This design comes from an exercise in tuning for small area, a short achievable clock period and few clock cycles per item on the open sky130 flow, not from production work. RTL that was checked went through simulation tests only; none was proved equivalent to the original.

Design SequentialMultiplier128Bit, start of the top module:
module SequentialMultiplier128Bit(
    input [127:0] a,
    input [127:0] b,
    input reset_n,
    input clk,
    output [255:0] p,
    output done
    );
==> flow/config.mk <==
export PLATFORM = sky130hd
export DESIGN_NAME = SequentialMultiplier128Bit
export DESIGN_NICKNAME = SequentialMultiplier128Bit
export VERILOG_FILES = /design/flow/design.v
export SDC_FILE = /design/flow/constraint.sdc
export NUM_CORES = 4
export LEC_CHECK = 0
export ABC_AREA = 1
export CAP_MARGIN = 20
export CORE_MARGIN = 2
export CORE_UTILIZATION = 50
export SETUP_SLACK_MARGIN = 2.7
export SLEW_MARGIN = 20
export TNS_END_PERCENT = 5
==> flow/constraint.sdc <==
create_clock -name core_clock -period 5.5 [get_ports {clk}]
set_input_delay 1.1000 -clock core_clock [delete_from_list [all_inputs] [get_ports {clk}]]
set_output_delay 1.1000 -clock core_clock [all_outputs]
set_load 0.01 [all_outputs]
standard.sh (not shown) runs the stock make flow with config.mk's settings and CLKGATE_MAP_FILE= SYNTH_SCRIPT=/design/flow/synth_recipe.tcl, a recipe that flattens the netlist after the stock synthesis.
==> flow/flow/run.sh <==
#!/bin/bash
# Own layout flow: the standard ORFS flow (standard.sh, unchanged synthesis) with two
# layout settings changed:
#  - the port buffers that buffer_ports inserts are sky130_fd_sc_hd__buf_1 instead of the
#    delay-type buffer it picks by default (every input and output port still gets a buffer);
#  - MATCH_CELL_FOOTPRINT=0, so the timing repair may resize a cell to one of another width.
# Each tool's full output goes to standard.log here and to ORFS's own logs under orfs/logs.
set -euo pipefail
export BUFFER_PORTS_ARGS="-buffer_cell sky130_fd_sc_hd__buf_1"
bash standard.sh MATCH_CELL_FOOTPRINT=0 "BUFFER_PORTS_ARGS=-buffer_cell sky130_fd_sc_hd__buf_1" finish > standard.log 2>&1
test -s out/final.def
Testbench counts at the start, summed over its fixed seeds: cycles 6,912, items 384.
Then changed:
--- a/flow/design.v
+++ b/flow/design.v
@@ -3,20 +3,21 @@
     input [127:0] a,
     input [127:0] b,
     input reset_n,
     input clk,
     output [255:0] p,
     output done
     );
   reg [4:0] cnt;
   reg done_r;
   reg shen;      
+  reg nzc;       
   reg nz;        
   reg [130:0] S, C;
   reg [127:0] pl;
   reg [7:0] Sp;
   reg [7:1] Cp;
   reg nlp;
   reg [1:0] cv;
   reg [3:0] one, two, neg;       
   reg [3:0] negn;    
   wire ld = ~reset_n;
@@ -29,21 +30,21 @@
   wire [128:0] pp1;
   assign pp1[63:0] = (({64{one[1]}} & b[63:0]) | ({64{two[1]}} & {b[62:0], 1'b0})) ^ {64{neg[1]}};
   assign pp1[128:64] = ~(({65{one[1]}} & {1'b0, b[127:64]}) | ({65{two[1]}} & b[127:63])) ^ {65{negn[1]}};
   wire [128:0] pp2;
   assign pp2[63:0] = (({64{one[2]}} & b[63:0]) | ({64{two[2]}} & {b[62:0], 1'b0})) ^ {64{neg[2]}};
   assign pp2[128:64] = ~(({65{one[2]}} & {1'b0, b[127:64]}) | ({65{two[2]}} & b[127:63])) ^ {65{negn[2]}};
   wire [128:0] pp3;
   assign pp3[63:0] = (({64{one[3]}} & b[63:0]) | ({64{two[3]}} & {b[62:0], 1'b0})) ^ {64{neg[3]}};
   assign pp3[128:64] = ~(({65{one[3]}} & {1'b0, b[127:64]}) | ({65{two[3]}} & b[127:63])) ^ {65{negn[3]}};
   wire [130:0] Sg = nz ? S : {3'b0, b & {128{pl[0]}}};
-  wire [130:0] Cg = nz ? C : (131'd1 << 130);
+  wire [130:0] Cg = nzc ? C : (131'd1 << 130);
   wire hs0, hc0;
   assign hs0 = Sg[0] ^ Cg[0];
   assign hc0 = Sg[0] & Cg[0];
   wire hs1, hc1;
   assign hs1 = Cg[1] ^ neg[0];
   assign hc1 = Cg[1] & neg[0];
   wire hs2, hc2;
   assign hs2 = Cg[3] ^ neg[1];
   assign hc2 = Cg[3] & neg[1];
   wire hs3, hc3;
@@ -3018,23 +3019,25 @@
   end endgenerate
   wire [3:0] one_n = ld ? one_q : one_p;
   wire [3:0] two_n = ld ? two_q : two_p;
   wire [3:0] neg_n = ld ? neg_q : neg_p;
   always @(posedge clk or negedge reset_n) begin
     if (!reset_n) begin
       cnt <= 5'd0;
       done_r <= 1'b0;
       shen <= 1'b1;
       nz <= 1'b0;
+      nzc <= 1'b0;
       fin <= 1'b0;
     end else begin
       nz <= 1'b1;
+      nzc <= reset_n;
       if (cnt == 5'd15) fin <= 1'b1;
       if (!last) cnt <= cnt + 5'd1;
       if (last) done_r <= 1'b1;
       if (fin) shen <= 1'b0;
     end
   end
   always @(posedge clk) begin
     one <= one_n;
     two <= two_n;
     neg <= neg_n;
Result: The new run finished with timing, DRC and antenna clean. Via count rose by 1.8%. Clock skew came out higher by 21 ps. Cell count grows by 0.66%. Cell area climbs by 1.3%. First-iteration DRC count goes up by about 13%. Wire length came out higher by 4.5%. Non-clock buffer count came out higher by 25.
Function not checked in the second run of this note: the RTL went through the layout flow alone.

-- port drivers added, routing unchanged --
The results above use ideal ports. As a check the final layouts listed here were re-extracted and re-timed, cells and wires unchanged.
Step 1: set_driving_cell puts a clkbuf_16 on clk and a buf_2 on each other input, an assumption about the parent block.
Step 2, shift: input delay + t, output delay - t, t = (earliest + latest rising clock arrival at the registers) / 2. This alone moves slack from input paths to output paths.
Slacks: ideal / step 1 / step 2; pairs: ideal / step 1.
| run | shift t [ns] | setup WS [ns] | slew at the worst register clock pin (ns) | worst slew at a driven data input, ns | cell pins on the clock port's net |
|---|---|---|---|---|---|
| the first run | 0.724 | 2.707 / 2.707 / 1.994 | 0.07 / 0.07 | 0.17 | 1 |
| the second run | 0.746 | 2.647 / 2.647 / 2.003 | 0.07 / 0.07 | 0.12 | 1 |
After both steps setup and hold are still met in every run listed. The setup slack of the first run, which loses most, moves by 0.000 ns with the drivers and by -0.713 ns with both steps.
